This is an optimization exercise on Yosys and OpenROAD, whose aim is small area, a short achievable clock period and few clock cycles per item, not a production implementation.
In this exercise RTL edits were held to simulation tests only and were not proved equivalent to the original.
No activity file was given, so power comes from the tool's default toggle rates.

==> flow/design.v (outline; a module is shown in full before it is edited, if it fits) <==
// module mult_unit: 975 lines
// module mu_fa: 4 lines
// module mu_pp_lo: 12 lines
// module mu_pp_hi: 13 lines
// module mu_ha: 4 lines
module mult_unit (
    input  logic        clk_i,
    input  logic        rst_ni,
    input  logic        start_i,
    input  logic [2:0]  op_type_i,
    input  logic [31:0] operand_a_i,
    input  logic [31:0] operand_b_i,
    output logic [31:0] result_o,
    output logic        done_o,
    output logic        exception_valid_o,
    output logic [31:0] exception_cause_o
);
  // ...
==> flow/flow/run.sh <==
#!/bin/bash
# The standard layout, with repair_timing asked for extra setup slack and plain port buffers
bash standard.sh SETUP_SLACK_MARGIN=8.0 "BUFFER_PORTS_ARGS=-buffer_cell sky130_fd_sc_hd__buf_2" finish > standard.log 2>&1
==> flow/standard.sh <==
#!/bin/bash
# synth_recipe.tcl (not shown) runs the flow's synth.tcl, then flattens the netlist and writes it again
# the make line also repeats each setting of config.mk as NAME=value (left out here)
make -C /OpenROAD-flow-scripts/flow DESIGN_CONFIG=/design/flow/config.mk WORK_HOME=/design/flow/orfs CLKGATE_MAP_FILE= SYNTH_SCRIPT=/design/flow/synth_recipe.tcl "${@:-finish}"
==> flow/config.mk <==
export PLATFORM = sky130hd
export DESIGN_NAME = mult_unit
export DESIGN_NICKNAME = mult_unit
export VERILOG_FILES = /design/flow/design.v
export SDC_FILE = /design/flow/constraint.sdc
export NUM_CORES = 4
export LEC_CHECK = 0
export ABC_AREA = 1
export CAP_MARGIN = 20
export CORE_MARGIN = 2
export CORE_UTILIZATION = 60
export CTS_BUF_LIST = sky130_fd_sc_hd__clkbuf_8
export CTS_CLUSTER_SIZE = 40
export SLEW_MARGIN = 20
export SYNTH_HIERARCHICAL = 1
export SYNTH_MINIMUM_KEEP_SIZE = 0
==> flow/constraint.sdc <==
create_clock -name core_clock -period 15.0 [get_ports {clk_i}]
set_input_delay 3.0000 -clock core_clock [delete_from_list [all_inputs] [get_ports {clk_i}]]
set_output_delay 3.0000 -clock core_clock [all_outputs]
set_load 0.01 [all_outputs]
==> summary.md, run 1 <==
| Metric | Value |
|---|---|
| Status | complete, no violations |
| Met2 WL | 40.89 mm |
| Vias in the first global route | 22600 |
| P_seq | 0.741 mW |
| Crit-path most repeated cell | fa_1 |
| Port Buf Inserts | 102 |
| RSZ-0062 raised after global routing | true |
| Post-Syn Area | 25940 sq um |
| Setup TNS | 0 ps |
| Drt total wl | 90.26 mm |
| Reg with most FFs | st_q |
| Crit-path cells | buf_2 -> buf_12 -> inv_1 -> o21ai_2 -> buf_4 -> o22ai_1 -> xor2_1 -> fa_1 -> fa_1 -> fa_1 -> fa_1 -> fa_1 -> fa_1 |
| RePlAce Congestion | 0.9537 |
| Top post-synthesis cells by count | xor2_1, o22ai_1, fa_1 |
| Gates resized, CTS repair | 45 |
| H-tree Lvls | 4 |
| Placed Instance Area | 26630 sq um |
| First-pass GRT wire length | 137.3 mm |
| Setup Buffers After CTS | 17 |
| Pre-Repair DR Iteration Count | 6 |
| Pins Over Slew Limit | 0 |
| Number of non-clock buffers | 209 |
| Hold crit path type | in -> async |
| Layout non-clock buf frac | 5.869% |
| XOR/XNOR Fraction of Synth Area | 18.81% |
| Largest regs | st_q: 127 flops, sel_q: 2 flops, done_q: 1 flops |
| Busiest grt layer | met2 |
| Number of flops mapped to enable cells by yosys | 0 |
| Initial core utilization | 60.49% |
| Worst path buffer plus inverter count | 4 |
Testbench counts, summed over its fixed seeds: cycles 1,608, ops 1,600.
==> inputs of run 2 (changes only) <==
--- a/flow/design.v
+++ b/flow/design.v
@@ -14,53 +14,57 @@
 );
     logic a_sgn, b_sgn;
     assign a_sgn = ~(op_type_i[1] & op_type_i[0]);
     assign b_sgn = ~op_type_i[1];
     logic [33:0] am;    
     assign am = {operand_a_i[31] & a_sgn, operand_a_i, 1'b0};
     logic [32:0] bm;    
     assign bm = {operand_b_i, 1'b0};
-    logic [15:0] one, two, neg;
+    logic [15:0] one, two, neg, negz;
     logic [577:0] pp;
     genvar gj, gi;
     generate
         for (gj = 0; gj < 16; gj = gj + 1) begin : g_booth
-            assign one[gj] = bm[2*gj+1] ^ bm[2*gj];
-            assign two[gj] = (bm[2*gj+2] & ~bm[2*gj+1] & ~bm[2*gj]) | (~bm[2*gj+2] & bm[2*gj+1] & bm[2*gj]);
-            assign neg[gj] = bm[2*gj+2];
-            for (gi = 0; gi < 33; gi = gi + 1) begin : g_bit
-                assign pp[gj*34+gi] = ((one[gj] & am[gi+1]) | (two[gj] & am[gi])) ^ neg[gj];
+            logic [33:0] x;    
+            assign one[gj]  = bm[2*gj+1] ^ bm[2*gj];
+            assign two[gj]  = (bm[2*gj+2] & ~bm[2*gj+1] & ~bm[2*gj]) | (~bm[2*gj+2] & bm[2*gj+1] & bm[2*gj]);
+            assign neg[gj]  = bm[2*gj+2];
+            assign negz[gj] = bm[2*gj+2] & ~(bm[2*gj+1] & bm[2*gj]);
+            assign x = {am[33], am[33:1]} ^ {34{neg[gj]}};
+            assign pp[gj*34] = (one[gj] & x[0]) | (two[gj] & neg[gj]);
+            for (gi = 1; gi < 33; gi = gi + 1) begin : g_bit
+                assign pp[gj*34+gi] = (one[gj] & x[gi]) | (two[gj] & x[gi-1]);
             end
-            assign pp[gj*34+33] = ~(((one[gj] | two[gj]) & am[33]) ^ neg[gj]);
+            assign pp[gj*34+33] = ~((one[gj] | two[gj]) & x[33]);
         end
     endgenerate
     logic d16;
     assign d16 = operand_b_i[31] & ~b_sgn;
     generate
         for (gi = 0; gi < 33; gi = gi + 1) begin : g_row16
             assign pp[16*34+gi] = d16 & am[gi+1];
         end
     endgenerate
     assign pp[16*34+33] = ~(d16 & am[33]);
     logic [479:0] fs, fc;
     logic [45:0] hs, hc;
-    mu_ha u_ha0 (.a(neg[12]), .b(pp[24]), .s(hs[0]), .co(hc[0]));
+    mu_ha u_ha0 (.a(negz[12]), .b(pp[24]), .s(hs[0]), .co(hc[0]));
     mu_ha u_ha1 (.a(pp[25]), .b(pp[57]), .s(hs[1]), .co(hc[1]));
-    mu_fa u_fa0 (.a(neg[13]), .b(pp[26]), .c(pp[58]), .s(fs[0]), .co(fc[0]));
+    mu_fa u_fa0 (.a(negz[13]), .b(pp[26]), .c(pp[58]), .s(fs[0]), .co(fc[0]));
     mu_ha u_ha2 (.a(pp[90]), .b(pp[122]), .s(hs[2]), .co(hc[2]));
     mu_fa u_fa1 (.a(pp[27]), .b(pp[59]), .c(pp[91]), .s(fs[1]), .co(fc[1]));
     mu_ha u_ha3 (.a(pp[123]), .b(pp[155]), .s(hs[3]), .co(hc[3]));
-    mu_fa u_fa2 (.a(neg[14]), .b(pp[28]), .c(pp[60]), .s(fs[2]), .co(fc[2]));
+    mu_fa u_fa2 (.a(negz[14]), .b(pp[28]), .c(pp[60]), .s(fs[2]), .co(fc[2]));
     mu_fa u_fa3 (.a(pp[92]), .b(pp[124]), .c(pp[156]), .s(fs[3]), .co(fc[3]));
     mu_ha u_ha4 (.a(pp[188]), .b(pp[220]), .s(hs[4]), .co(hc[4]));
     mu_fa u_fa4 (.a(pp[29]), .b(pp[61]), .c(pp[93]), .s(fs[4]), .co(fc[4]));
     mu_fa u_fa5 (.a(pp[125]), .b(pp[157]), .c(pp[189]), .s(fs[5]), .co(fc[5]));
     mu_ha u_ha5 (.a(pp[221]), .b(pp[253]), .s(hs[5]), .co(hc[5]));
-    mu_fa u_fa6 (.a(neg[15]), .b(pp[30]), .c(pp[62]), .s(fs[6]), .co(fc[6]));
+    mu_fa u_fa6 (.a(negz[15]), .b(pp[30]), .c(pp[62]), .s(fs[6]), .co(fc[6]));
     mu_fa u_fa7 (.a(pp[94]), .b(pp[126]), .c(pp[158]), .s(fs[7]), .co(fc[7]));
     mu_fa u_fa8 (.a(pp[190]), .b(pp[222]), .c(pp[254]), .s(fs[8]), .co(fc[8]));
     mu_ha u_ha6 (.a(pp[286]), .b(pp[318]), .s(hs[6]), .co(hc[6]));
     mu_fa u_fa9 (.a(pp[31]), .b(pp[63]), .c(pp[95]), .s(fs[9]), .co(fc[9]));
     mu_fa u_fa10 (.a(pp[127]), .b(pp[159]), .c(pp[191]), .s(fs[10]), .co(fc[10]));
     mu_fa u_fa11 (.a(pp[223]), .b(pp[255]), .c(pp[287]), .s(fs[11]), .co(fc[11]));
     mu_ha u_ha7 (.a(pp[319]), .b(pp[351]), .s(hs[7]), .co(hc[7]));
     mu_fa u_fa12 (.a(pp[32]), .b(pp[64]), .c(pp[96]), .s(fs[12]), .co(fc[12]));
@@ -98,29 +102,29 @@
     mu_fa u_fa36 (.a(pp[135]), .b(pp[167]), .c(pp[199]), .s(fs[36]), .co(fc[36]));
     mu_fa u_fa37 (.a(pp[231]), .b(pp[263]), .c(pp[295]), .s(fs[37]), .co(fc[37]));
     assign fs[38] = ~(pp[168] ^ pp[200]);
     assign fc[38] = pp[168] | pp[200];
     mu_ha u_ha12 (.a(pp[232]), .b(pp[264]), .s(hs[12]), .co(hc[12]));
     mu_fa u_fa39 (.a(pp[169]), .b(pp[201]), .c(pp[233]), .s(fs[39]), .co(fc[39]));
     assign hs[13] = ~pp[202];
     assign hc[13] = pp[202];
-    mu_ha u_ha14 (.a(neg[8]), .b(pp[16]), .s(hs[14]), .co(hc[14]));
+    mu_ha u_ha14 (.a(negz[8]), .b(pp[16]), .s(hs[14]), .co(hc[14]));
     mu_ha u_ha15 (.a(pp[17]), .b(pp[49]), .s(hs[15]), .co(hc[15]));
-    mu_fa u_fa40 (.a(neg[9]), .b(pp[18]), .c(pp[50]), .s(fs[40]), .co(fc[40]));
+    mu_fa u_fa40 (.a(negz[9]), .b(pp[18]), .c(pp[50]), .s(fs[40]), .co(fc[40]));
     mu_ha u_ha16 (.a(pp[82]), .b(pp[114]), .s(hs[16]), .co(hc[16]));
     mu_fa u_fa41 (.a(pp[19]), .b(pp[51]), .c(pp[83]), .s(fs[41]), .co(fc[41]));
     mu_ha u_ha17 (.a(pp[115]), .b(pp[147]), .s(hs[17]), .co(hc[17]));
-    mu_fa u_fa42 (.a(neg[10]), .b(pp[20]), .c(pp[52]), .s(fs[42]), .co(fc[42]));
+    mu_fa u_fa42 (.a(negz[10]), .b(pp[20]), .c(pp[52]), .s(fs[42]), .co(fc[42]));
     mu_fa u_fa43 (.a(pp[84]), .b(pp[116]), .c(pp[148]), .s(fs[43]), .co(fc[43]));
     mu_ha u_ha18 (.a(pp[180]), .b(pp[212]), .s(hs[18]), .co(hc[18]));
     mu_fa u_fa44 (.a(pp[21]), .b(pp[53]), .c(pp[85]), .s(fs[44]), .co(fc[44]));
     mu_fa u_fa45 (.a(pp[117]), .b(pp[149]), .c(pp[181]), .s(fs[45]), .co(fc[45]));
     mu_ha u_ha19 (.a(pp[213]), .b(pp[245]), .s(hs[19]), .co(hc[19]));
-    mu_fa u_fa46 (.a(neg[11]), .b(pp[22]), .c(pp[54]), .s(fs[46]), .co(fc[46]));
+    mu_fa u_fa46 (.a(negz[11]), .b(pp[22]), .c(pp[54]), .s(fs[46]), .co(fc[46]));
     mu_fa u_fa47 (.a(pp[86]), .b(pp[118]), .c(pp[150]), .s(fs[47]), .co(fc[47]));
     mu_fa u_fa48 (.a(pp[182]), .b(pp[214]), .c(pp[246]), .s(fs[48]), .co(fc[48]));
     mu_ha u_ha20 (.a(pp[278]), .b(pp[310]), .s(hs[20]), .co(hc[20]));
     mu_fa u_fa49 (.a(pp[23]), .b(pp[55]), .c(pp[87]), .s(fs[49]), .co(fc[49]));
     mu_fa u_fa50 (.a(pp[119]), .b(pp[151]), .c(pp[183]), .s(fs[50]), .co(fc[50]));
     mu_fa u_fa51 (.a(pp[215]), .b(pp[247]), .c(pp[279]), .s(fs[51]), .co(fc[51]));
     mu_ha u_ha21 (.a(pp[311]), .b(pp[343]), .s(hs[21]), .co(hc[21]));
     mu_fa u_fa52 (.a(pp[56]), .b(pp[88]), .c(pp[120]), .s(fs[52]), .co(fc[52]));
@@ -218,23 +222,23 @@
     mu_fa u_fa140 (.a(pp[271]), .b(pp[303]), .c(pp[335]), .s(fs[140]), .co(fc[140]));
     mu_fa u_fa141 (.a(pp[367]), .b(pp[399]), .c(pp[431]), .s(fs[141]), .co(fc[141]));
     assign fs[142] = ~(pp[304] ^ pp[336]);
     assign fc[142] = pp[304] | pp[336];
     mu_ha u_ha24 (.a(pp[368]), .b(pp[400]), .s(hs[24]), .co(hc[24]));
     mu_fa u_fa143 (.a(pp[305]), .b(pp[337]), .c(pp[369]), .s(fs[143]), .co(fc[143]));
     assign hs[25] = ~pp[338];
     assign hc[25] = pp[338];
-    mu_ha u_ha26 (.a(neg[5]), .b(pp[10]), .s(hs[26]), .co(hc[26]));
+    mu_ha u_ha26 (.a(negz[5]), .b(pp[10]), .s(hs[26]), .co(hc[26]));
     mu_ha u_ha27 (.a(pp[11]), .b(pp[43]), .s(hs[27]), .co(hc[27]));
-    mu_fa u_fa144 (.a(neg[6]), .b(pp[12]), .c(pp[44]), .s(fs[144]), .co(fc[144]));
+    mu_fa u_fa144 (.a(negz[6]), .b(pp[12]), .c(pp[44]), .s(fs[144]), .co(fc[144]));
     mu_ha u_ha28 (.a(pp[76]), .b(pp[108]), .s(hs[28]), .co(hc[28]));
     mu_fa u_fa145 (.a(pp[13]), .b(pp[45]), .c(pp[77]), .s(fs[145]), .co(fc[145]));
     mu_ha u_ha29 (.a(pp[109]), .b(pp[141]), .s(hs[29]), .co(hc[29]));
-    mu_fa u_fa146 (.a(neg[7]), .b(pp[14]), .c(pp[46]), .s(fs[146]), .co(fc[146]));
+    mu_fa u_fa146 (.a(negz[7]), .b(pp[14]), .c(pp[46]), .s(fs[146]), .co(fc[146]));
     mu_fa u_fa147 (.a(pp[78]), .b(pp[110]), .c(pp[142]), .s(fs[147]), .co(fc[147]));
     mu_ha u_ha30 (.a(pp[174]), .b(pp[206]), .s(hs[30]), .co(hc[30]));
     mu_fa u_fa148 (.a(pp[15]), .b(pp[47]), .c(pp[79]), .s(fs[148]), .co(fc[148]));
     mu_fa u_fa149 (.a(pp[111]), .b(pp[143]), .c(pp[175]), .s(fs[149]), .co(fc[149]));
     mu_ha u_ha31 (.a(pp[207]), .b(pp[239]), .s(hs[31]), .co(hc[31]));
     mu_fa u_fa150 (.a(pp[48]), .b(pp[80]), .c(pp[112]), .s(fs[150]), .co(fc[150]));
     mu_fa u_fa151 (.a(pp[144]), .b(pp[176]), .c(pp[208]), .s(fs[151]), .co(fc[151]));
     mu_fa u_fa152 (.a(pp[240]), .b(pp[272]), .c(hs[14]), .s(fs[152]), .co(fc[152]));
@@ -350,19 +354,19 @@
     mu_fa u_fa260 (.a(pp[373]), .b(pp[405]), .c(pp[437]), .s(fs[260]), .co(fc[260]));
     mu_fa u_fa261 (.a(pp[469]), .b(pp[501]), .c(pp[533]), .s(fs[261]), .co(fc[261]));
     assign fs[262] = ~(pp[406] ^ pp[438]);
     assign fc[262] = pp[406] | pp[438];
     mu_ha u_ha33 (.a(pp[470]), .b(pp[502]), .s(hs[33]), .co(hc[33]));
     mu_fa u_fa263 (.a(pp[407]), .b(pp[439]), .c(pp[471]), .s(fs[263]), .co(fc[263]));
     assign hs[34] = ~pp[440];
     assign hc[34] = pp[440];
-    mu_ha u_ha35 (.a(neg[3]), .b(pp[6]), .s(hs[35]), .co(hc[35]));
+    mu_ha u_ha35 (.a(negz[3]), .b(pp[6]), .s(hs[35]), .co(hc[35]));
     mu_ha u_ha36 (.a(pp[7]), .b(pp[39]), .s(hs[36]), .co(hc[36]));
-    mu_fa u_fa264 (.a(neg[4]), .b(pp[8]), .c(pp[40]), .s(fs[264]), .co(fc[264]));
+    mu_fa u_fa264 (.a(negz[4]), .b(pp[8]), .c(pp[40]), .s(fs[264]), .co(fc[264]));
     mu_ha u_ha37 (.a(pp[72]), .b(pp[104]), .s(hs[37]), .co(hc[37]));
     mu_fa u_fa265 (.a(pp[9]), .b(pp[41]), .c(pp[73]), .s(fs[265]), .co(fc[265]));
     mu_ha u_ha38 (.a(pp[105]), .b(pp[137]), .s(hs[38]), .co(hc[38]));
     mu_fa u_fa266 (.a(pp[42]), .b(pp[74]), .c(pp[106]), .s(fs[266]), .co(fc[266]));
     mu_fa u_fa267 (.a(pp[138]), .b(pp[170]), .c(hs[26]), .s(fs[267]), .co(fc[267]));
     mu_fa u_fa268 (.a(pp[75]), .b(pp[107]), .c(pp[139]), .s(fs[268]), .co(fc[268]));
     mu_fa u_fa269 (.a(pp[171]), .b(hc[26]), .c(hs[27]), .s(fs[269]), .co(fc[269]));
     mu_fa u_fa270 (.a(pp[140]), .b(pp[172]), .c(pp[204]), .s(fs[270]), .co(fc[270]));
@@ -458,17 +462,17 @@
     mu_fa u_fa360 (.a(pp[441]), .b(pp[473]), .c(pp[505]), .s(fs[360]), .co(fc[360]));
     mu_fa u_fa361 (.a(pp[537]), .b(pp[569]), .c(hc[34]), .s(fs[361]), .co(fc[361]));
     assign fs[362] = ~(pp[474] ^ pp[506]);
     assign fc[362] = pp[474] | pp[506];
     mu_ha u_ha39 (.a(pp[538]), .b(pp[570]), .s(hs[39]), .co(hc[39]));
     mu_fa u_fa363 (.a(pp[475]), .b(pp[507]), .c(pp[539]), .s(fs[363]), .co(fc[363]));
     assign hs[40] = ~pp[508];
     assign hc[40] = pp[508];
-    mu_ha u_ha41 (.a(neg[2]), .b(pp[4]), .s(hs[41]), .co(hc[41]));
+    mu_ha u_ha41 (.a(negz[2]), .b(pp[4]), .s(hs[41]), .co(hc[41]));
     mu_ha u_ha42 (.a(pp[5]), .b(pp[37]), .s(hs[42]), .co(hc[42]));
     mu_fa u_fa364 (.a(pp[38]), .b(pp[70]), .c(pp[102]), .s(fs[364]), .co(fc[364]));
     mu_fa u_fa365 (.a(pp[71]), .b(pp[103]), .c(hc[35]), .s(fs[365]), .co(fc[365]));
     mu_fa u_fa366 (.a(pp[136]), .b(hc[36]), .c(hs[37]), .s(fs[366]), .co(fc[366]));
     mu_fa u_fa367 (.a(hc[37]), .b(hs[38]), .c(fc[264]), .s(fs[367]), .co(fc[367]));
     mu_fa u_fa368 (.a(hc[38]), .b(fc[265]), .c(fs[266]), .s(fs[368]), .co(fc[368]));
     mu_fa u_fa369 (.a(fc[266]), .b(fs[268]), .c(fc[267]), .s(fs[369]), .co(fc[369]));
     mu_fa u_fa370 (.a(fc[268]), .b(fs[270]), .c(fc[269]), .s(fs[370]), .co(fc[370]));
@@ -518,17 +522,17 @@
     mu_fa u_fa414 (.a(fc[356]), .b(fs[358]), .c(fc[357]), .s(fs[414]), .co(fc[414]));
     mu_fa u_fa415 (.a(fc[358]), .b(fs[360]), .c(fs[361]), .s(fs[415]), .co(fc[415]));
     mu_fa u_fa416 (.a(hs[39]), .b(fc[360]), .c(fs[362]), .s(fs[416]), .co(fc[416]));
     mu_fa u_fa417 (.a(pp[571]), .b(hc[39]), .c(fc[362]), .s(fs[417]), .co(fc[417]));
     mu_fa u_fa418 (.a(pp[540]), .b(pp[572]), .c(hs[40]), .s(fs[418]), .co(fc[418]));
     mu_fa u_fa419 (.a(pp[509]), .b(pp[541]), .c(pp[573]), .s(fs[419]), .co(fc[419]));
     assign hs[43] = ~pp[542];
     assign hc[43] = pp[542];
-    mu_ha u_ha44 (.a(neg[1]), .b(pp[2]), .s(hs[44]), .co(hc[44]));
+    mu_ha u_ha44 (.a(negz[1]), .b(pp[2]), .s(hs[44]), .co(hc[44]));
     mu_ha u_ha45 (.a(pp[3]), .b(pp[35]), .s(hs[45]), .co(hc[45]));
     mu_fa u_fa420 (.a(pp[36]), .b(pp[68]), .c(hs[41]), .s(fs[420]), .co(fc[420]));
     mu_fa u_fa421 (.a(pp[69]), .b(hc[41]), .c(hs[42]), .s(fs[421]), .co(fc[421]));
     mu_fa u_fa422 (.a(hc[42]), .b(hs[35]), .c(fs[364]), .s(fs[422]), .co(fc[422]));
     mu_fa u_fa423 (.a(hs[36]), .b(fc[364]), .c(fs[365]), .s(fs[423]), .co(fc[423]));
     mu_fa u_fa424 (.a(fs[264]), .b(fc[365]), .c(fs[366]), .s(fs[424]), .co(fc[424]));
     mu_fa u_fa425 (.a(fs[265]), .b(fc[366]), .c(fs[367]), .s(fs[425]), .co(fc[425]));
     mu_fa u_fa426 (.a(fs[267]), .b(fc[367]), .c(fs[368]), .s(fs[426]), .co(fc[426]));
@@ -581,17 +585,17 @@
     mu_fa u_fa473 (.a(fc[359]), .b(fs[415]), .c(fc[414]), .s(fs[473]), .co(fc[473]));
     mu_fa u_fa474 (.a(fc[361]), .b(fs[416]), .c(fc[415]), .s(fs[474]), .co(fc[474]));
     mu_fa u_fa475 (.a(fs[363]), .b(fc[416]), .c(fs[417]), .s(fs[475]), .co(fc[475]));
     mu_fa u_fa476 (.a(fc[363]), .b(fs[418]), .c(fc[417]), .s(fs[476]), .co(fc[476]));
     mu_fa u_fa477 (.a(hc[40]), .b(fs[419]), .c(fc[418]), .s(fs[477]), .co(fc[477]));
     mu_fa u_fa478 (.a(pp[574]), .b(hs[43]), .c(fc[419]), .s(fs[478]), .co(fc[478]));
     mu_fa u_fa479 (.a(pp[543]), .b(pp[575]), .c(hc[43]), .s(fs[479]), .co(fc[479]));
     logic [126:0] st_d, st_q;
-    assign st_d = {fs[479], fc[478], fs[478], fc[477], fs[477], fc[476], fs[476], fc[475], fs[475], fc[474], fs[474], fc[473], fs[473], fc[472], fs[472], fc[471], fs[471], fc[470], fs[470], fc[469], fs[469], fc[468], fs[468], fc[467], fs[467], fc[466], fs[466], fc[465], fs[465], fc[464], fs[464], fc[463], fs[463], fc[462], fs[462], fc[461], fs[461], fc[460], fs[460], fc[459], fs[459], fc[458], fs[458], fc[457], fs[457], fc[456], fs[456], fc[455], fs[455], fc[454], fs[454], fc[453], fs[453], fc[452], fs[452], fc[451], fs[451], fc[450], fs[450], fc[449], fs[449], fc[448], fs[448], fc[447], fs[447], fc[446], fs[446], fc[445], fs[445], fc[444], fs[444], fc[443], fs[443], fc[442], fs[442], fc[441], fs[441], fc[440], fs[440], fc[439], fs[439], fc[438], fs[438], fc[437], fs[437], fc[436], fs[436], fc[435], fs[435], fc[434], fs[434], fc[433], fs[433], fc[432], fs[432], fc[431], fs[431], fc[430], fs[430], fc[429], fs[429], fc[428], fs[428], fc[427], fs[427], fc[426], fs[426], fc[425], fs[425], fc[424], fs[424], fc[423], fs[423], fc[422], fs[422], fc[421], fs[421], fc[420], fs[420], hc[45], hs[45], hc[44], pp[34], hs[44], pp[1], pp[0], neg[0]};
+    assign st_d = {fs[479], fc[478], fs[478], fc[477], fs[477], fc[476], fs[476], fc[475], fs[475], fc[474], fs[474], fc[473], fs[473], fc[472], fs[472], fc[471], fs[471], fc[470], fs[470], fc[469], fs[469], fc[468], fs[468], fc[467], fs[467], fc[466], fs[466], fc[465], fs[465], fc[464], fs[464], fc[463], fs[463], fc[462], fs[462], fc[461], fs[461], fc[460], fs[460], fc[459], fs[459], fc[458], fs[458], fc[457], fs[457], fc[456], fs[456], fc[455], fs[455], fc[454], fs[454], fc[453], fs[453], fc[452], fs[452], fc[451], fs[451], fc[450], fs[450], fc[449], fs[449], fc[448], fs[448], fc[447], fs[447], fc[446], fs[446], fc[445], fs[445], fc[444], fs[444], fc[443], fs[443], fc[442], fs[442], fc[441], fs[441], fc[440], fs[440], fc[439], fs[439], fc[438], fs[438], fc[437], fs[437], fc[436], fs[436], fc[435], fs[435], fc[434], fs[434], fc[433], fs[433], fc[432], fs[432], fc[431], fs[431], fc[430], fs[430], fc[429], fs[429], fc[428], fs[428], fc[427], fs[427], fc[426], fs[426], fc[425], fs[425], fc[424], fs[424], fc[423], fs[423], fc[422], fs[422], fc[421], fs[421], fc[420], fs[420], hc[45], hs[45], hc[44], pp[34], hs[44], pp[1], pp[0], negz[0]};
     logic [1:0] sel_q;    
     always_ff @(posedge clk_i) begin
         st_q  <= st_d;
         sel_q <= {op_type_i[2], op_type_i[1] | op_type_i[0]};
     end
     logic done_q;
     always_ff @(posedge clk_i or negedge rst_ni) begin
         if (!rst_ni) done_q <= 1'b0;
==> flow/config.mk (replaced) <==
export PLATFORM = sky130hd
export DESIGN_NAME = mult_unit
export DESIGN_NICKNAME = mult_unit
export VERILOG_FILES = /design/flow/design.v
export SDC_FILE = /design/flow/constraint.sdc
export NUM_CORES = 4
export LEC_CHECK = 0
export ABC_AREA = 1
export CAP_MARGIN = 20
export CORE_MARGIN = 2
export CORE_UTILIZATION = 70
export CTS_BUF_LIST = sky130_fd_sc_hd__clkbuf_8
export CTS_CLUSTER_SIZE = 40
export SLEW_MARGIN = 20
export SYNTH_HIERARCHICAL = 1
export SYNTH_MINIMUM_KEEP_SIZE = 0
==> run 2 against run 1 <==
  * Via count decreased by 0.67%
  * Still clean on timing, DRC and antenna
  * Clock power decreased by 2%
  * Area after synthesis increased by 0.87%
  * Largest power group unchanged
  * Highest routed layer unchanged
  * Routed wire length decreased by 4.4%
  * Critical path type unchanged
==> summary.md, run 2 <==
| Metric | Value |
|---|---|
| Comb pwr share | 82.3% |
| Routed Antenna Nets | 0 |
| Tot GR Track Use | 45.61% |
| Vias per cell | 6.853 |
| Crit-path cells | buf_4 -> o21ai_2 -> buf_4 -> xor2_1 -> o21bai_1 -> fa_1 -> fa_1 -> fa_1 -> fa_1 -> fa_1 |
| Largest net degree at the start of global routing | 39 |
| Cell with the most instances after synthesis | o22ai_1 |
| Yosys warnings | 7 |
| CTS Buf Count | 17 |
| RSZ-0062 raised after global routing | true |
| Vias in the first global route | 22550 (-0.25%) |
| CORE AREA | 36700 sq um |
| Synth top area share | 38.25% |
| Fraction of layout cells with a size suffix above 1 | 10.16% |
| Clock transition at path regs | 90 ps |
| CTS tree | done |
| DRC errors left | 0 |
| Reg with most FFs | st_q |
| Port Buf Inserts | 102 (unchanged) |
| Pre-Repair DR Iteration Count | 8 (+2) |
| Hold crit path type | in -> async |
| Drt initial violations | 2428 |
| Post-synthesis mux area share | 0% |
| Net Switching | 3.012 mW |
| H-tree Lvls | 4 (unchanged) |
| Number of flops mapped to enable cells by yosys | 0 (unchanged) |
| Power per cell area | 213.7 nW/um^2 |
| Num ports | 136 |
| Filler cells | 2689 |
| Critical path type | in -> reg |
| Total chip power | 5.869 mW |
| Data arrival, critical path | 7420 ps |
| Synth area leaders | fa_1, xnor2_1, o22ai_1, dfxtp_1, ha_1 |
| Nets@finish | 3345 |
| Largest register FFs | 127 |
| Complex-gate fraction of the synthesized area | 14.67% |
| Pins Over Slew Limit | 0 (unchanged) |
| Worst EP required | 15400 ps |
| Die H | 197.3 um |
| Worst-margin pin slew | 1183 ps |
| Clk network pwr share | 5.7% |
| Main combinational cell family by area after synthesis | adder cells |
| First-pass GRT wire length | 130.1 mm (-5.2%) |
| Peak supply drop | 0.0002619 V |
| Crit Path Max Fanout | 19 |
| Post-Syn Area | 26170 sq um (+0.87%) |
| Via count | 21460 |
| Setup TNS | 0 ps (unchanged) |
| Most common cell after layout, fill and taps aside | xnor2_1 |
| Placed Instance Area | 26350 sq um (-1.0%) |
| Prevailing post-synth register cell | dfxtp_1 |
| CP Capture Type | flip-flop |
| CP max stage cell | fa_1 |
| XOR/XNOR Fraction of Synth Area | 18.71% (-0.096 points) |
| Adder-Cell Fraction of Synth Area | 44.42% |
| RePlAce Congestion | 1.023 (+7.3%) |
| Final period util | 46.76% |
| Detail Placement HPWL | 64.44 mm |
| Max frequency | 0.1426 GHz |
| Total gr overflow | 0 |
| Simple-Gate Fraction of Synth Area | 4.083% |
| Initial antenna violation count | 6 |
| Avg Inst Size Synth | 9.797 sq um |
| Syn Inst Count | 2671 |
| Bufs on Longest Clock Path | 2 |
| Startpoint Class | primary input |
| Post-route cell area | 27470 sq um |
| Commonest non-fill, non-tap cells in the layout | xnor2_1, o22ai_1, fa_1, inv_1, dfxtp_1 |
| Rows | 70 |
| Status | complete, no violations |
| Max Cap Viol | 0 |
| Crit-path most repeated cell | fa_1 |
| Drt total wl | 86.26 mm (-4.4%) |
| Yosys top cell by area | fa_1 |
| Hold_ws | 2223 ps |
| CTS root buf | clkbuf_8 |
| Drt wl/cell | 27.54 um |
| Final min period | 7015 ps |
| Sw frac | 51.32% |
| Clock sink count | 130 |
| Unique masters post-synth | 34 |
| Top post-synthesis cells by count | o22ai_1, xnor2_1, fa_1 |
| P_int | 2.857 mW |
| Slowest stage delay, CP | 590 ps |
| Die X | 197.3 um |
| Setup Viol. Count Final | 0 |
| Sequential fraction of design power | 12.1% |
| Slew HR | 20.31% |
| Area delta synth->final | 4.963% |
| Post-synthesis register bit count | 130 |
| DIE AREA | 38950 sq um |
| Initial core utilization | 71.31% (+11 points) |
| Seq/Total Area, Yosys | 9.965% |
| Largest regs | st_q: 127 flops, sel_q: 2 flops, done_q: 1 flops |
| Ys async rst share | 0.7692% |
| Hold Violations, Final | 0 |
| Leak pwr | 11.13 nW |
-- run 2: changes by cell type after synthesis, moves of 11 or more --
cell	previous run	this run
o211ai_1	15	0
o22ai_1	536	518
nand3_1	7	24
inv_1	192	213
ha_1	114	129
xnor2_1	4	515
xor2_1	553	44
o22a_1	0	11
o21ai_1	15	0
buf_1	87	3
clkbuf_1	107	72
o21bai_1	0	11
buf_2	74	157
-- run 2: layout make-up --
type,instances,area [sq um],share of cell area (%)
timing repair buffer,180,1290,4.697
timing repair inverter,10,62.56,0.2278
tap,468,585.6,2.132
clock buffer,18,247.7,0.9020
inverter,215,878.3,3.198
sequential,130,2608,9.493
multi-input combinational,2092,21620,78.70
antenna,6,15.01,0.05466
clock inverter,13,162.7,0.5922
-- run 2: path summary, 6_finish.rpt --
check | start | endpoint | slack [ps] | depth (start not counted)
min in group core_clock | op_type_i[2] | sel_q[1] | 2560 | 1
max in group asynchronous | rst_ni | done_q | 12690 | 1
setup / recovery | operand_a_i[31] | st_q[90] | 7990 | 10
hold / removal | rst_ni | done_q | 2220 | 1
-- run 2: cell families (layout without fill, tap and decap cells) --
group | count (synthesis) | after routing
fa+ha+maj | 629 | 629
buf+inv | 481 | 436
other cells | 1 | 39
simple gates | 257 | 257
xor+xnor | 559 | 559
compound gates | 614 | 614
flops | 130 | 130
-- run 2: modules after synthesis (local to each module, per instance) --
module | cells | flip-flops and latches | cell area, sq um
mu_ha | 1 | 0 | 12.51
mult_unit | 2161 | 130 | 16270
mu_fa | 1 | 0 | 20.02
-- run 2: what timing repair did --
| item | in CTS | in global routing |
|---|---|---|
| hold buffers | 0 | 0 |
| gates cloned | 7 | 5 |
| pin swaps | 0 | 0 |
| gates resized for setup | 38 | 37 |
| endpoints found under the hold margin | 0 | 0 |
| setup endpoints to repair | 51 | 66 |
| setup buffers | 7 | 30 |
-- run 2: layer usage --
metal / wire length, um / GRT usage (%)
met2: 38330 / 70.10
met4: 6441 / 27.68
met5: 12 / 0.3831
met3: 11380 / 14.77
met1: 30100 / 56.30
-- run 2: power groups by stage --
stage / Combinational, mW / Clock (mW) / Sequential (mW)
floorplan: 3.17 / 0 / 0.683
global placement: 4.56 / 0 / 0.708
detailed placement: 4.75 / 0 / 0.715
CTS: 4.79 / 0.337 / 0.708
global route: 5.38 / 0.349 / 0.723
finish: 4.83 / 0.332 / 0.708
-- run 2: metrics by stage --
step	utilization, %	std cells	worst slack, ps
after detailed placement	71.81	3046	6878
final	74.84	3132	7985
after CTS	73.57	3091	8014
after floorplan	-	2703	8185
after global routing	74.84	3131	7982
after global placement	71.81	3046	7006
-- run 2: critical path, delay by kind of cell --
family | cells | cell delay, ps
AOI/OAI and AO/OA | 2 | 580
xor gates and xnor gates | 1 | 550
adders and majority gates | 5 | 2620
buffers and inverters | 2 | 660
Testbench counts of run 2, summed over its fixed seeds: cycles 1,608, ops 1,600.
==> inputs of run 3 (changes only) <==
--- a/flow/config.mk
+++ b/flow/config.mk
@@ -8,7 +8,7 @@
 export ABC_AREA = 1
 export CAP_MARGIN = 20
 export CORE_MARGIN = 2
-export CORE_UTILIZATION = 70
+export CORE_UTILIZATION = 60
 export CTS_BUF_LIST = sky130_fd_sc_hd__clkbuf_8
 export CTS_CLUSTER_SIZE = 40
 export SLEW_MARGIN = 20
==> run 3 against run 2 <==
  * Sequential share of layout area hardly changed
  * Critical path depth increased by 1
  * Sequential cell count unchanged
  * Final area barely moved
  * Utilization shrank 11 points
  * Area after synthesis is the same
  * Synthesized cell count did not move
  * Power fell by 1.0%
==> summary.md, run 3 <==
| Metric | Value |
|---|---|
| Status | complete, no violations |
| Seq/Total Area, Yosys | 9.965% (unchanged) |
| Initial antenna violation count | 3 (-3) |
| Critical path type | in -> reg |
| Setup Viol. Count Final | 0 (unchanged) |
| Most common cell after layout, fill and taps aside | xnor2_1 |
| Rows | 76 (+8.6%) |
| Vias in the first global route | 21890 (-2.9%) |
| Drt initial violations | 2070 (-15%) |
| Drt wl/cell | 26.63 um (-3.3%) |
| Die X | 212.8 um (+7.8%) |
| Pins Over Slew Limit | 0 (unchanged) |
| Leak pwr | 11.07 nW (-0.54%) |
| Final period util | 46.21% (-0.56 points) |
| RSZ-0062 raised after global routing | true |
| Initial core utilization | 60.75% (-11 points) |
| Synth top area share | 38.25% (unchanged) |
| Total gr overflow | 0 (unchanged) |
| Post-Syn Area | 26170 sq um (unchanged) |
| Yosys warnings | 7 (unchanged) |
| CTS tree | done |
| First-pass GRT wire length | 129.8 mm (-0.24%) |
| Number of flops mapped to enable cells by yosys | 0 (unchanged) |
| CTS root buf | clkbuf_8 |
| Max Cap Viol | 0 (unchanged) |
| Largest register FFs | 127 (unchanged) |
| Largest net degree at the start of global routing | 39 (unchanged) |
| Crit Path Max Fanout | 19 (unchanged) |
| Peak supply drop | 0.0002073 V (-21%) |
| CORE AREA | 43080 sq um (+17%) |
| Clock transition at path regs | 90 ps (about the same) |
| Top post-synthesis cells by count | o22ai_1, xnor2_1, fa_1 |
| Worst-margin pin slew | 1018 ps (-164.7 ps) |
| DRC errors left | 0 (unchanged) |
| Drt total wl | 86.03 mm (-0.27%) |
| Via count | 20830 (-3.0%) |
| Pre-Repair DR Iteration Count | 9 (+1) |
| Data arrival, critical path | 7350 ps (-70 ps) |
| Hold Violations, Final | 0 (unchanged) |
| Area delta synth->final | 4.901% (about the same) |
| Nets@finish | 3330 (-0.45%) |
| Slew HR | 31.41% (+11 points) |
| Cell with the most instances after synthesis | o22ai_1 |
| Worst EP required | 15420 ps (+20 ps) |
| Setup TNS | 0 ps (unchanged) |
| Synth area leaders | fa_1, xnor2_1, o22ai_1, dfxtp_1, ha_1 |
| Bufs on Longest Clock Path | 2 (unchanged) |
| Unique masters post-synth | 34 (unchanged) |
| Startpoint Class | primary input |
| Power per cell area | 211.7 nW/um^2 (-0.95%) |
| Avg Inst Size Synth | 9.797 sq um (unchanged) |
| Port Buf Inserts | 102 (unchanged) |
| Crit path from | operand_a_i[31] |
| Filler cells | 3631 (+35%) |
| Max Used Layer | met5 |
| Num ports | 136 (unchanged) |
| Die H | 212.8 um (+7.8%) |
| Detail Placement HPWL | 65.73 mm (+2.0%) |
| Final min period | 6931 ps (-83.35 ps) |
| Yosys top cell by area | fa_1 |
| Reg with most FFs | st_q |
| Met2 WL | 39.22 mm (+2.3%) |
| CP Capture Type | flip-flop |
| Routed Antenna Nets | 0 (unchanged) |
| Post-synthesis register bit count | 130 (unchanged) |
| DIE AREA | 45300 sq um (+16%) |
| Hold crit path type | in -> async |
| Commonest non-fill, non-tap cells in the layout | xnor2_1, o22ai_1, fa_1, inv_1, dfxtp_1 |
| Clock sink count | 130 (unchanged) |
| M1 wire length | 32.87 mm (+9.2%) |
| Placed cells | 3164 (+3.9%) |
| Prevailing post-synth register cell | dfxtp_1 |
| Fraction of layout cells with a size suffix above 1 | 9.569% (-0.59 points) |
| Largest regs | st_q: 127 flops, sel_q: 2 flops, done_q: 1 flops |
| Crit path capture | st_q[82] |
| Ys async rst share | 0.7692% (unchanged) |
| Finished Layout Cells | 3231 (+3.2%) |
| Tot GR Track Use | 39.51% (-6.1 points) |
| Syn Inst Count | 2671 (unchanged) |
| Max frequency | 0.1443 GHz (+1.2%) |
| RePlAce Congestion | 0.9738 (-4.8%) |
| CTS Buf Count | 17 (unchanged) |
| Vias per cell | 6.447 (-5.9%) |
| Met3 routed WL | 8.641 mm (-24%) |
| H-tree Lvls | 4 (unchanged) |
run 3: power breakdown:
group          switching, mW  leakage [nW]  internal, mW
registers             0.0854          1.10         0.621
logic                   2.73          9.77          2.04
clock network          0.164         0.201         0.162
run 3: logic make-up after synthesis:
family	after synthesis	synth area share (%)
flops	130	9.965
xor+xnor	559	18.71
other cells	1	0.01433
simple gates	257	4.083
compound gates	614	14.67
fa+ha+maj	629	44.42
buf+inv	481	8.138
run 3: metal layers:
layer | up-vias | GRT usage [%]
met1 | 10490 | 49.00
met4 | 2 | 21.77
met2 | 1166 | 62.19
met3 | 321 | 11.58
met5 | - | 0
li1 | 8852 | -
run 3: per-module statistics from Yosys (local to each module, per instance):
module	cells inside	area [sq um]
mu_ha	1	12.51
mult_unit	2161	16270
mu_fa	1	20.02
run 3: worst max-delay path, stage by stage:
cell and delay (ps):
buf_2 590, o21ai_2 110, buf_4 290, xor2_1 190
o21bai_1 320, fa_1 510, fa_1 540, fa_1 430
fa_1 390, fa_1 530, fa_1 430
run 3: how the worst min path moves through the flow:
stage | from | end | slack, ps | cells after the start
final | rst_ni | done_q | 2200 | 1
after global routing | rst_ni | done_q | 2170 | 1
after CTS | rst_ni | done_q | 2150 | 1
after detailed placement | rst_ni | done_q | 2780 | 1
after global placement | rst_ni | done_q | 2780 | 1
after floorplan | rst_ni | done_q | 2700 | 0
run 3: final cells by class:
| type | instances | area (sq um) | area share (%) |
|---|---|---|---|
| multi-input combinational | 2092 | 21620 | 78.75 |
| timing repair buffer | 166 | 1166 | 4.248 |
| sequential | 130 | 2608 | 9.499 |
| tap | 585 | 732.0 | 2.666 |
| antenna | 2 | 5.005 | 0.01823 |
| clock inverter | 15 | 168.9 | 0.6153 |
| clock buffer | 17 | 234.0 | 0.8524 |
| timing repair inverter | 9 | 50.05 | 0.1823 |
| inverter | 215 | 870.8 | 3.172 |
run 3: timing repair:
action | in CTS | in global routing
buffers inserted | 4 | 20
hold buffers | 0 | 0
gates resized for setup | 28 | 41
endpoints found under the setup margin | 42 | 56
cloned | 8 | 1
run 3: per-stage QoR:
stage | power [mW] | setup slack, ps | hold slack (ps) | util, % | cell area (sq um)
2_1_floorplan | 3.852 | 8185 | 2704 | - | 26290
3_3_place_gp | 5.340 | 7046 | 2776 | 61.54 | 26510
3_5_place_dp | 5.472 | 6963 | 2776 | 61.54 | 26510
4_1_cts | 5.850 | 8001 | 2149 | 62.90 | 27090
5_1_grt | 6.459 | 7992 | 2165 | 63.72 | 27450
6_report | 5.810 | 8069 | 2195 | 63.72 | 27450
==> inputs of run 4 (changes only) <==
==> flow/flow/run.sh (replaced) <==
#!/bin/bash
# The standard layout, with repair_timing asked for extra setup slack, plain port buffers
# and one tie cell for the constant outputs
bash standard.sh SETUP_SLACK_MARGIN=8.0 "BUFFER_PORTS_ARGS=-buffer_cell sky130_fd_sc_hd__buf_2" SKIP_REPAIR_TIE_FANOUT=1 finish > standard.log 2>&1
==> run 4 against run 3 <==
  * Area after synthesis is the same
  * Via count shrank 0.95%
  * Utilization shrank 0.33 points
  * Sequential share of layout area grew 0.050 points
  * Die area is the same
  * Combinational power is essentially flat
  * Sequential cell count is the same
  * Synthesized cell count is the same
  * Final area shrank 0.52%
  * Clock-buffer cell count grew 1
  * Non-clock buffer count grew 1
  * Final cell count shrank 1.2%
  * Highest routed layer unchanged
==> summary.md, run 4 <==
| Metric | Value |
|---|---|
| Max Cap Viol | 0 (unchanged) |
| Vias per cell | 6.464 (+0.26%) |
| Yosys warnings | 7 (unchanged) |
| Synth area leaders | fa_1, xnor2_1, o22ai_1, dfxtp_1, ha_1 |
| DIE AREA | 45300 sq um (unchanged) |
| Final period util | 47.11% (+0.90 points) |
| Port Buf Inserts | 102 (unchanged) |
| Commonest non-fill, non-tap cells in the layout | xnor2_1, o22ai_1, fa_1, inv_1 |
| Bufs on Longest Clock Path | 2 (unchanged) |
| Synth top area share | 38.25% (unchanged) |
| P_int | 2.853 mW (+0.90%) |
| Status | complete, no violations |
| Die H | 212.8 um (unchanged) |
| Unique masters post-synth | 34 (unchanged) |
| Placed cells | 3135 (-0.92%) |
| Rows | 76 (unchanged) |
| Power per cell area | 214.0 nW/um^2 (+1.1%) |
| Pins Over Slew Limit | 0 (unchanged) |
| RePlAce Congestion | 0.9605 (-1.4%) |
| Worst-margin pin slew | 1101 ps (+82.91 ps) |
| Cell with the most instances after synthesis | o22ai_1 |
| Pre-Repair DR Iteration Count | 5 (-4) |
| Crit path from | operand_a_i[31] |
| Post-route setup slack | 7934 ps (-135.0 ps) |
| Clock transition at path regs | 70 ps (-20 ps) |
| Most common cell after layout, fill and taps aside | xnor2_1 |
| Initial core utilization | 60.75% (unchanged) |
| RSZ-0062 raised after global routing | false |
| Clk network pwr share | 5.9% (+0.3 points) |
| H-tree Lvls | 4 (unchanged) |
| Top post-synthesis cells by count | o22ai_1, xnor2_1, fa_1 |
| Sw frac | 51.18% (-0.16 points) |
| Post-synthesis register bit count | 130 (unchanged) |
| Final min period | 7066 ps (+135.0 ps) |
| Largest net degree at the start of global routing | 39 (unchanged) |
| DRC errors left | 0 (unchanged) |
| Number of flops mapped to enable cells by yosys | 0 (unchanged) |
| Fraction of layout cells with a size suffix above 1 | 9.632% (+0.063 points) |
| First-pass GRT wire length | 129.9 mm (about the same) |
| Crit Path Max Fanout | 19 (unchanged) |
| Util after Layout | 63.39% (-0.33 points) |
| Slew HR | 25.82% (-5.6 points) |
| Largest regs | st_q: 127 flops, sel_q: 2 flops, done_q: 1 flops |
| Startpoint Class | primary input |
| Hold Violations, Final | 0 (unchanged) |
| Drt initial violations | 2009 (-2.9%) |
| Post-Syn Area | 26170 sq um (unchanged) |
| Setup Viol. Count Final | 0 (unchanged) |
| Hold crit path type | in -> async |
| Tot GR Track Use | 39.67% (+0.16 points) |
| Peak supply drop | 0.0002312 V (+12%) |
| Comb pwr share | 82.0% (-0.2 points) |
| Total gr overflow | 0 (unchanged) |
| Prevailing post-synth register cell | dfxtp_1 |
| Routed Antenna Nets | 0 (unchanged) |
| Finished Layout Cells | 3192 (-1.2%) |
| Ys async rst share | 0.7692% (unchanged) |
| Setup TNS | 0 ps (unchanged) |
| Place WS | 6876 ps (-87.41 ps) |
| Avg Inst Size Synth | 9.797 sq um (unchanged) |
| Via count | 20630 (-0.95%) |
| CP Capture Type | flip-flop |
| CTS tree | done |
| Drt wl/cell | 27.20 um (+2.1%) |
| Syn Inst Count | 2671 (unchanged) |
| Vias in the first global route | 21530 (-1.6%) |
| Clock sink count | 130 (unchanged) |
| Sequential fraction of design power | 12.1% (about the same) |
| Detail Placement HPWL | 66.81 mm (+1.6%) |
| Data arrival, critical path | 7500 ps (+150 ps) |
| Worst EP required | 15430 ps (about the same) |
| Area delta synth->final | 4.351% |
| Critical path type | in -> reg |
| Initial antenna violation count | 2 (-1) |
| Seq/Total Area, Yosys | 9.965% (unchanged) |
| Nets@finish | 3294 (-1.1%) |
| CORE AREA | 43080 sq um (unchanged) |
| Num ports | 136 (unchanged) |
| CTS root buf | clkbuf_8 |
| Max frequency | 0.1415 GHz (-1.9%) |
| Largest register FFs | 127 (unchanged) |
| Drt total wl | 86.82 mm (+0.92%) |
| Reg with most FFs | st_q |
| Yosys top cell by area | fa_1 |
| Die X | 212.8 um (unchanged) |
| Net Switching | 2.991 mW (+0.27%) |
| CTS Buf Count | 17 (unchanged) |
| Leak pwr | 10.97 nW (-0.90%) |
-- run 4: worst paths after layout --
path | to | cells after the start
min in group core_clock | sel_q[1] | 1
max in group asynchronous | done_q | 1
hold / removal | done_q | 1
setup / recovery | st_q[90] | 10
-- run 4: modules after synthesis (local to each module, per instance) --
module / area [sq um] / copies in the design
mu_fa: 20.02 / 469
mu_ha: 12.51 / 41
mult_unit: 16270 / 1
-- run 4: power groups by stage --
| stage | sequential (mW) | clock [mW] | combinational, mW |
|---|---|---|---|
| 3_5_place_dp | 0.717 | 0 | 4.78 |
| 6_report | 0.708 | 0.346 | 4.79 |
| 4_1_cts | 0.710 | 0.358 | 4.80 |
| 3_3_place_gp | 0.715 | 0 | 4.64 |
| 2_1_floorplan | 0.683 | 0 | 3.17 |
| 5_1_grt | 0.722 | 0.368 | 5.40 |
-- run 4: worst max-delay path: stages --
cell and delay [ps]:
buf_2 540, o21ai_2 130, buf_4 290, xor2_1 480, o21bai_1 410, fa_1 560
fa_1 610, fa_1 460, fa_1 580, fa_1 420
-- run 4: metrics by stage --
stage                     instance area [sq um]  hold slack, ps  power, mW
after floorplan                           26170            2704      3.852
after global placement                    26410            2775      5.355
after detailed placement                  26410            2776      5.493
after CTS                                 26970            2143      5.869
after global routing                      27300            2165      6.488
final                                     27310            2204      5.844
-- run 4: layout make-up --
cell class              count  area (sq um)
diodes                      1         2.502
clock buffers              18         247.7
clock inverters            12         181.4
fillers                  3690         15770
inverters                 215         874.6
multi-input cells        2060         21500
flip-flops and latches    130          2608
well taps                 585         732.0
repair buffers            167          1136
repair inverters            4         25.02
-- run 4: what timing repair did --
item | 4_1_cts | 5_1_grt
gates cloned | 3 | 1
hold buffers | 0 | 0
resized for setup | 26 | 36
setup endpoints to repair | 53 | 54
setup buffers | 1 | 21
endpoints found under the hold margin | 0 | 0
-- run 4: per-layer routing --
layer / vias to the layer above / part of all wire, % / track usage [%]
li1: 8807 / - / -
met1: 10430 / 39 / 50.67
met2: 1100 / 46 / 62.47
met3: 288 / 9.4 / 10.03
met4: 4 / 5.4 / 20.74
met5: - / 0.035 / 0
-- run 4: logic make-up after synthesis --
family | synth area share, %
AO/OA/AOI/OAI | 14.67
other | 0.01433
adder cells (fa/ha/maj) | 44.42
buffers and inverters | 8.138
XOR/XNOR | 18.71
flip-flops | 9.965
AND/OR/NAND/NOR | 4.083
==> inputs of run 5 (changes only) <==
--- a/flow/config.mk
+++ b/flow/config.mk
@@ -8,7 +8,7 @@
 export ABC_AREA = 1
 export CAP_MARGIN = 20
 export CORE_MARGIN = 2
-export CORE_UTILIZATION = 60
+export CORE_UTILIZATION = 50
 export CTS_BUF_LIST = sky130_fd_sc_hd__clkbuf_8
 export CTS_CLUSTER_SIZE = 40
 export SLEW_MARGIN = 20
==> run 5 against run 4 <==
  * Still clean
  * Routed wire length rose by 1.2%
  * Fmax rose by 2.0%
  * Via count rose by 0.28%
  * Power fell by 1.2%
  * First-iteration DRC count fell by 0.75%
  * Area after synthesis did not move
  * Die area rose by 20%
  * Final area rose by 0.32%
==> summary.md, run 5 <==
| Metric | Value |
|---|---|
| Vias per cell | 6.287 (-2.7%) |
| Net Switching | 2.973 mW (-0.60%) |
| Fraction of layout cells with a size suffix above 1 | 9.582% (-0.049 points) |
| Data arrival, critical path | 7370 ps (-130 ps) |
| Total gr overflow | 0 (unchanged) |
| CP Capture Type | flip-flop |
| Tot GR Track Use | 33.29% (-6.4 points) |
| CTS root buf | clkbuf_8 |
| Most common cell after layout, fill and taps aside | xnor2_1 |
| Startpoint Class | primary input |
| Initial core utilization | 50.80% (-9.9 points) |
| First-pass GRT wire length | 132.4 mm (+1.9%) |
| Rows | 83 (+9.2%) |
| Die H | 232.8 um (+9.4%) |
| Slew HR | 31.83% (+6.0 points) |
| Critical path type | in -> reg |
| Synth top area share | 38.25% (unchanged) |
| Pre-Repair DR Iteration Count | 7 (+2) |
| Num ports | 136 (unchanged) |
| Top post-synthesis cells by count | o22ai_1, xnor2_1, fa_1 |
| Pins Over Slew Limit | 0 (unchanged) |
| Clk network pwr share | 5.6% (-0.3 points) |
| Max Cap Viol | 0 (unchanged) |
| RSZ-0062 raised after global routing | false |
| Largest register FFs | 127 (unchanged) |
| Ys async rst share | 0.7692% (unchanged) |
| Reg with most FFs | st_q |
| Via count | 20690 (+0.28%) |
| Drt wl/cell | 26.70 um (-1.8%) |
| Yosys top cell by area | fa_1 |
| Bufs on Longest Clock Path | 2 (unchanged) |
| Drt total wl | 87.86 mm (+1.2%) |
| Post-synthesis register bit count | 130 (unchanged) |
| Vias in the first global route | 21890 (+1.7%) |
| Clock transition at path regs | 110 ps (+40 ps) |
| Avg Inst Size Synth | 9.797 sq um (unchanged) |
| CTS Buf Count | 17 (unchanged) |
| CP max stage cell | fa_1 |
| H-tree Lvls | 4 (unchanged) |
| Max frequency | 0.1444 GHz (+2.0%) |
| Sequential fraction of design power | 12.3% (+0.2 points) |
| Setup TNS | 0 ps (unchanged) |
| Sw frac | 51.51% (+0.33 points) |
| Area delta synth->final | 4.681% |
| Worst EP required | 15450 ps (+20 ps) |
| Hold crit path type | in -> async |
| Hold Violations, Final | 0 (unchanged) |
| Comb pwr share | 82.2% (+0.2 points) |
| Largest regs | st_q: 127 flops, sel_q: 2 flops, done_q: 1 flops |
| Finished Layout Cells | 3291 (+3.1%) |
| Seq/Total Area, Yosys | 9.965% (unchanged) |
| Crit Path Max Fanout | 19 (unchanged) |
| Unique masters post-synth | 34 (unchanged) |
| Commonest non-fill, non-tap cells in the layout | xnor2_1, o22ai_1, fa_1, inv_1 |
| Total chip power | 5.772 mW (-1.2%) |
| P_int | 2.799 mW (-1.9%) |
| Routed Antenna Nets | 0 (unchanged) |
| CORE AREA | 51510 sq um (+20%) |
| Place WS | 6727 ps (-148.6 ps) |
| Port Buf Inserts | 102 (unchanged) |
| Post-route setup slack | 8075 ps (+140.9 ps) |
| Setup Viol. Count Final | 0 (unchanged) |
| RePlAce Congestion | 0.9498 (-1.1%) |
| Worst-margin pin slew | 1021 ps (-79.60 ps) |
| CTS tree | done |
| Final min period | 6925 ps (-140.9 ps) |
| DRC errors left | 0 (unchanged) |
| DIE AREA | 54180 sq um (+20%) |
| Drt initial violations | 1994 (-0.75%) |
| Leak pwr | 10.94 nW (-0.24%) |
| Cell with the most instances after synthesis | o22ai_1 |
| Crit-path cells | buf_4 -> o21ai_2 -> buf_4 -> xor2_1 -> o21bai_1 -> fa_1 -> fa_1 -> fa_1 -> fa_1 -> fa_1 |
| Synth area leaders | fa_1, xnor2_1, o22ai_1, dfxtp_1, ha_1 |
| Largest net degree at the start of global routing | 39 (unchanged) |
| Die X | 232.8 um (+9.4%) |
| Peak supply drop | 0.0001692 V (-27%) |
| Initial antenna violation count | 2 (unchanged) |
| Crit-path most repeated cell | fa_1 |
| Placed cells | 3228 (+3.0%) |
| Prevailing post-synth register cell | dfxtp_1 |
| Power per cell area | 210.7 nW/um^2 (-1.5%) |
| Clock sink count | 130 (unchanged) |
| Nets@finish | 3295 (+0.030%) |
| Syn Inst Count | 2671 (unchanged) |
| Status | complete, no violations |
| Post-Syn Area | 26170 sq um (unchanged) |
| Number of flops mapped to enable cells by yosys | 0 (unchanged) |
| Yosys warnings | 7 (unchanged) |
| Final period util | 46.17% (-0.94 points) |
| Slowest stage delay, CP | 610 ps (about the same) |
| Detail Placement HPWL | 67.28 mm (+0.70%) |
[run 5: logic make-up (layout without fill, tap and decap cells)]
kind of cell    count (synthesis)  in the layout  synth area share, %
buf+inv                       481            419                8.138
compound gates                614            614                14.67
simple gates                  257            257                4.083
flops                         130            130                9.965
xor+xnor                      559            559                18.71
other cells                     1              3              0.01433
fa+ha+maj                     629            629                44.42
[run 5: per-layer routing]
metal  global-route usage, %  wire [um]  vias up
met5                       0          0        -
li1                        -          -     8813
met2                   52.88      40920     1059
met4                   18.23       4937        0
met3                   7.586       7537      270
met1                   42.13      34470    10550
[run 5: repair_timing]
action                                 in CTS  in global routing
endpoints found under the hold margin       0                  0
setup buffers                               7                 11
hold buffers                                0                  0
pin swaps                                   0                  0
cloned                                      7                  4
setup endpoints to repair                  53                 62
resized for setup                          30                 42
[run 5: modules after synthesis (local to each module, per instance)]
module	cell area (sq um)	times used	flops+latches	cells inside
mu_ha	12.51	41	0	1
mult_unit	16270	1	130	2161
mu_fa	20.02	469	0	1
[run 5: path summary, 6_finish.rpt]
| kind | start | to | cells past startpoint |
|---|---|---|---|
| max | operand_a_i[31] | st_q[90] | 10 |
| min | rst_ni | done_q | 1 |
| max in group asynchronous | rst_ni | done_q | 1 |
| min in group core_clock | op_type_i[2] | sel_q[1] | 1 |
[run 5: area by class of cell]
cell class                      instances  area, sq um
Antenna cell                            2        5.005
Clock buffer                           17        234.0
Clock inverter                         15        158.9
Fill cell                            4758        24120
Inverter                              215        863.3
Multi-Input combinational cell       2060        21500
Sequential cell                       130         2608
Tap cell                              680        850.8
Timing Repair Buffer                  162         1111
Timing Repair inverter                 10        60.06
[run 5: power groups by stage]
| stage | clock network (mW) | logic (mW) | registers, mW |
|---|---|---|---|
| floorplan | 0 | 3.17 | 0.683 |
| global placement | 0 | 4.65 | 0.714 |
| detailed placement | 0 | 4.75 | 0.716 |
| CTS | 0.331 | 4.78 | 0.709 |
| global route | 0.343 | 5.36 | 0.724 |
| finish | 0.321 | 4.74 | 0.708 |
[run 5: per-stage QoR]
stage               area, sq um  hold slack (ps)  util [%]
floorplan                 26170             2704         -
CTS                       27130             2162     52.67
finish                    27390             2212     53.18
global route              27390             2183     53.18
global placement          26510             2776     51.47
detailed placement        26510             2777     51.47
[run 5: critical path, delay by kind of cell]
| kind | cells | cell delay [ps] |
|---|---|---|
| adders and majority gates | 5 | 2650 |
| AOI/OAI and AO/OA | 2 | 530 |
| buffers and inverters | 2 | 640 |
| xor gates and xnor gates | 1 | 540 |
==> inputs of run 6 (changes only) <==
==> flow/flow/run.sh (replaced) <==
#!/bin/bash
# The standard layout, with repair_timing asked for extra setup slack, plain port buffers
# and one tie cell for the constant outputs
bash standard.sh SETUP_SLACK_MARGIN=8.4 "BUFFER_PORTS_ARGS=-buffer_cell sky130_fd_sc_hd__buf_2" SKIP_REPAIR_TIE_FANOUT=1 finish > standard.log 2>&1
--- a/flow/config.mk
+++ b/flow/config.mk
@@ -8,7 +8,7 @@
 export ABC_AREA = 1
 export CAP_MARGIN = 20
 export CORE_MARGIN = 2
-export CORE_UTILIZATION = 50
+export CORE_UTILIZATION = 60
 export CTS_BUF_LIST = sky130_fd_sc_hd__clkbuf_8
 export CTS_CLUSTER_SIZE = 40
 export SLEW_MARGIN = 20
==> run 6 against run 5 <==
  * Utilization rose by 15 points
  * Critical path type unchanged
  * Final area rose by 7.0%
  * Worst setup slack better by 290 ps
  * Still clean
  * Routed wire length rose by 4.4%
  * Clock power grew 21%
  * Clock-buffer cell count up 2
  * Area after synthesis unchanged
  * Hold slack got worse by 32 ps
  * Sequential share of layout area decreased by 0.61 points
  * Final cell count is 0.21% lower
  * Global-route usage rose by 7.8 points
  * Sequential cell count did not move
==> summary.md, run 6 <==
| Metric | Value |
|---|---|
| Status | complete, no violations |
| Vias in the first global route | 22380 (+2.2%) |
| Pre-Repair DR Iteration Count | 6 (-1) |
| Synth top area share | 38.25% (unchanged) |
| Startpoint Class | primary input |
| CTS tree | done |
| Synth area leaders | fa_1, xnor2_1, o22ai_1, dfxtp_1, ha_1 |
| Largest regs | st_q: 127 flops, sel_q: 2 flops, done_q: 1 flops |
| Crit Path Max Fanout | 6 (-13) |
| Vias per cell | 6.537 (+4.0%) |
| Bufs on Longest Clock Path | 2 (unchanged) |
| CTS root buf | clkbuf_8 |
| Post-synthesis register bit count | 130 (unchanged) |
| Slew HR | 34.95% (+3.1 points) |
| Leak pwr | 11.73 nW (+7.2%) |
| Post-route cell area | 29300 sq um (+7.0%) |
| Syn Inst Count | 2671 (unchanged) |
| Hold_ws | 2180 ps (-31.76 ps) |
| Die H | 212.8 um (-8.6%) |
| Initial antenna violation count | 3 (+1) |
| Hold crit path type | in -> async |
| Yosys top cell by area | fa_1 |
| Top post-synthesis cells by count | o22ai_1, xnor2_1, fa_1 |
| Crit-path cells | buf_2 -> buf_12 -> inv_1 -> nand3_1 -> nand2_4 -> clkinvlp_4 -> buf_4 -> o22ai_2 -> fa_1 -> fa_1 -> fa_1 -> fa_1 -> fa_1 -> fa_1 |
| Crit path from | operand_b_i[11] |
| Most common cell after layout, fill and taps aside | xnor2_1 |
| Power per cell area | 209.6 nW/um^2 (-0.51%) |
| Area delta synth->final | 11.96% |
| RePlAce Congestion | 0.9351 (-1.5%) |
| Unique masters post-synth | 34 (unchanged) |
| Largest register FFs | 127 (unchanged) |
| Setup TNS | 0 ps (unchanged) |
| Reg with most FFs | st_q |
| Avg Inst Size Synth | 9.797 sq um (unchanged) |
| Rows | 76 (-8.4%) |
| Max Cap Viol | 0 (unchanged) |
| Worst EP required | 15450 ps (about the same) |
| DRC errors left | 0 (unchanged) |
| Hold buffers post-CTS | 0 (unchanged) |
| Detail Placement HPWL | 66.44 mm (-1.3%) |
| Place WS | 6840 ps (+112.2 ps) |
| Prevailing post-synth register cell | dfxtp_1 |
| CP max stage cell | fa_1 |
| Finished Layout Cells | 3284 (-0.21%) |
| Commonest non-fill, non-tap cells in the layout | xnor2_1, fa_1, o22ai_1, inv_1, dfxtp_1 |
| Via count | 21470 (+3.8%) |
| Seq/Total Area, Yosys | 9.965% (unchanged) |
| Post-Syn Area | 26170 sq um (unchanged) |
| RSZ-0062 raised after global routing | true |
| Total gr overflow | 0 (unchanged) |
| Peak supply drop | 0.0002782 V (+64%) |
| Hold Violations, Final | 0 (unchanged) |
| Die X | 212.8 um (-8.6%) |
| Nets@finish | 3384 (+2.7%) |
| CP Capture Type | flip-flop |
| Setup Viol. Count Final | 0 (unchanged) |
| Initial core utilization | 60.75% (+9.9 points) |
| Slowest stage delay, CP | 540 ps (-70 ps) |
| Placed cells | 3134 (-2.9%) |
| CTS Buf Count | 17 (unchanged) |
| Cell with the most instances after synthesis | o22ai_1 |
| Number of flops mapped to enable cells by yosys | 0 (unchanged) |
| Max frequency | 0.1507 GHz (+4.4%) |
| Ys async rst share | 0.7692% (unchanged) |
| Worst-margin pin slew | 974.6 ps (-46.78 ps) |
| Critical path type | in -> reg |
| Fraction of layout cells with a size suffix above 1 | 16.72% (+7.1 points) |
| Drt total wl | 91.72 mm (+4.4%) |
| Final period util | 44.23% (-1.9 points) |
| Clock sink count | 130 (unchanged) |
| First-pass GRT wire length | 135.1 mm (+2.0%) |
| Total chip power | 6.142 mW (+6.4%) |
| Pins Over Slew Limit | 0 (unchanged) |
| Data arrival, critical path | 7090 ps (-280 ps) |
| Drt initial violations | 2305 (+16%) |
| Drt wl/cell | 27.93 um (+4.6%) |
| CORE AREA | 43080 sq um (-16%) |
| Util after Layout | 68.01% (+15 points) |
| Placed Instance Area | 26530 sq um (about the same) |
| DIE AREA | 45300 sq um (-16%) |
| Post-route setup slack | 8366 ps (+291.1 ps) |
| Num ports | 136 (unchanged) |
| Yosys warnings | 7 (unchanged) |
| Port Buf Inserts | 102 (unchanged) |
| Crit-path most repeated cell | fa_1 |
| Final min period | 6634 ps (-291.1 ps) |
| Largest net degree at the start of global routing | 39 (unchanged) |
| Tot GR Track Use | 41.11% (+7.8 points) |
| H-tree Lvls | 4 (unchanged) |
| Clock transition at path regs | 90 ps (-20 ps) |
| Routed Antenna Nets | 0 (unchanged) |
==> run 6: cell counts after synthesis <==
No cell type changed its count.
==> run 6: logic make-up (layout without fill, tap and decap cells) <==
group,Yosys count,count (layout),synth area share (%)
AO/OA/AOI/OAI,614,614,14.67
XOR/XNOR,559,559,18.71
adder cells (fa/ha/maj),629,629,44.42
buffers and inverters,481,508,8.138
flip-flops,130,130,9.965
other,1,2,0.01433
AND/OR/NAND/NOR,257,257,4.083
==> run 6: power breakdown <==
part           switching, mW  leakage, nW  total [mW]  internal [mW]
sequential             0.103         1.10       0.725          0.622
combinational           2.84         10.4        5.03           2.19
clock                  0.164        0.253       0.388          0.224
==> run 6: path summary, 6_finish.rpt <==
kind,cells after the start,slack (ps),endpoint
min in group core_clock,1,2530,done_q
worst max-delay path,14,8370,st_q[64]
worst min-delay path,1,2180,done_q
max in group asynchronous,1,12740,done_q
==> run 6: timing repair <==
item	CTS	global route
setup buffers	47	43
resized for setup	118	130
cloned	15	12
pin swaps	11	22
endpoints found under the setup margin	97	72
==> run 6: per-layer routing <==
layer  global-route usage [%]  wire length (um)
met1                    52.89             34300
met2                    63.29             41330
met3                    11.19             10280
met4                    22.33              5786
met5                        0                26
==> run 6: final cells by class <==
type	instances	area (sq um)
Sequential cell	130	2611
Tap cell	585	732.0
Fill cell	3453	13780
Clock buffer	19	261.5
Timing Repair inverter	16	117.6
Multi-Input combinational cell	2060	22230
Antenna cell	1	2.502
Inverter	215	889.6
Clock inverter	13	231.5
Timing Repair Buffer	245	2225
==> run 6: critical path: cells and delay by family <==
family | cells | cell delay, ps
buf+inv | 5 | 840
simple gates | 2 | 300
compound gates | 1 | 110
fa+ha+maj | 6 | 2830
==> run 6: per-module statistics from Yosys, one instance, submodules excluded <==
module | area [sq um] | flip-flops and latches
mult_unit | 16270 | 130
mu_fa | 20.02 | 0
mu_ha | 12.51 | 0

-- port drivers added, routing unchanged --
Ports are ideal in the flow. The routed layouts listed here were re-timed in OpenROAD.
Step 1 sets driving cells, clkbuf_16 on the clock port and buf_2 on the other inputs (assumed; they add their load-dependent delay and slew).
Step 2 times the ports against the registers' clock, not the clock port: input delays grow and output delays shrink by t, the midpoint of the rising clock arrivals with the driver on.
Slacks: ideal / step 1 / step 2; pairs: ideal / step 1.
run	t, ns	setup slack, ns	hold slack, ns	clock arrival spread, ns	worst slew at a driven data input, ns
run 1	0.617	8.061 / 8.090 / 7.473	2.193 / 2.163 / 2.780	0.030 / 0.030	0.05
run 2	0.577	7.985 / 8.014 / 7.437	2.223 / 2.190 / 2.768	0.019 / 0.019	0.10
run 3	0.601	8.069 / 8.101 / 7.500	2.195 / 2.161 / 2.762	0.021 / 0.022	0.08
run 4	0.611	7.934 / 7.967 / 7.356	2.204 / 2.171 / 2.782	0.022 / 0.022	0.07
run 5	0.607	8.075 / 8.108 / 7.500	2.212 / 2.179 / 2.787	0.030 / 0.029	0.09
run 6	0.621	8.366 / 8.362 / 7.784	2.180 / 2.146 / 2.766	0.020 / 0.019	0.09
After both steps every run listed still meets setup and hold. The setup slack of run 1, which loses most, moves by +0.029 ns with the drivers and by -0.588 ns with both steps.
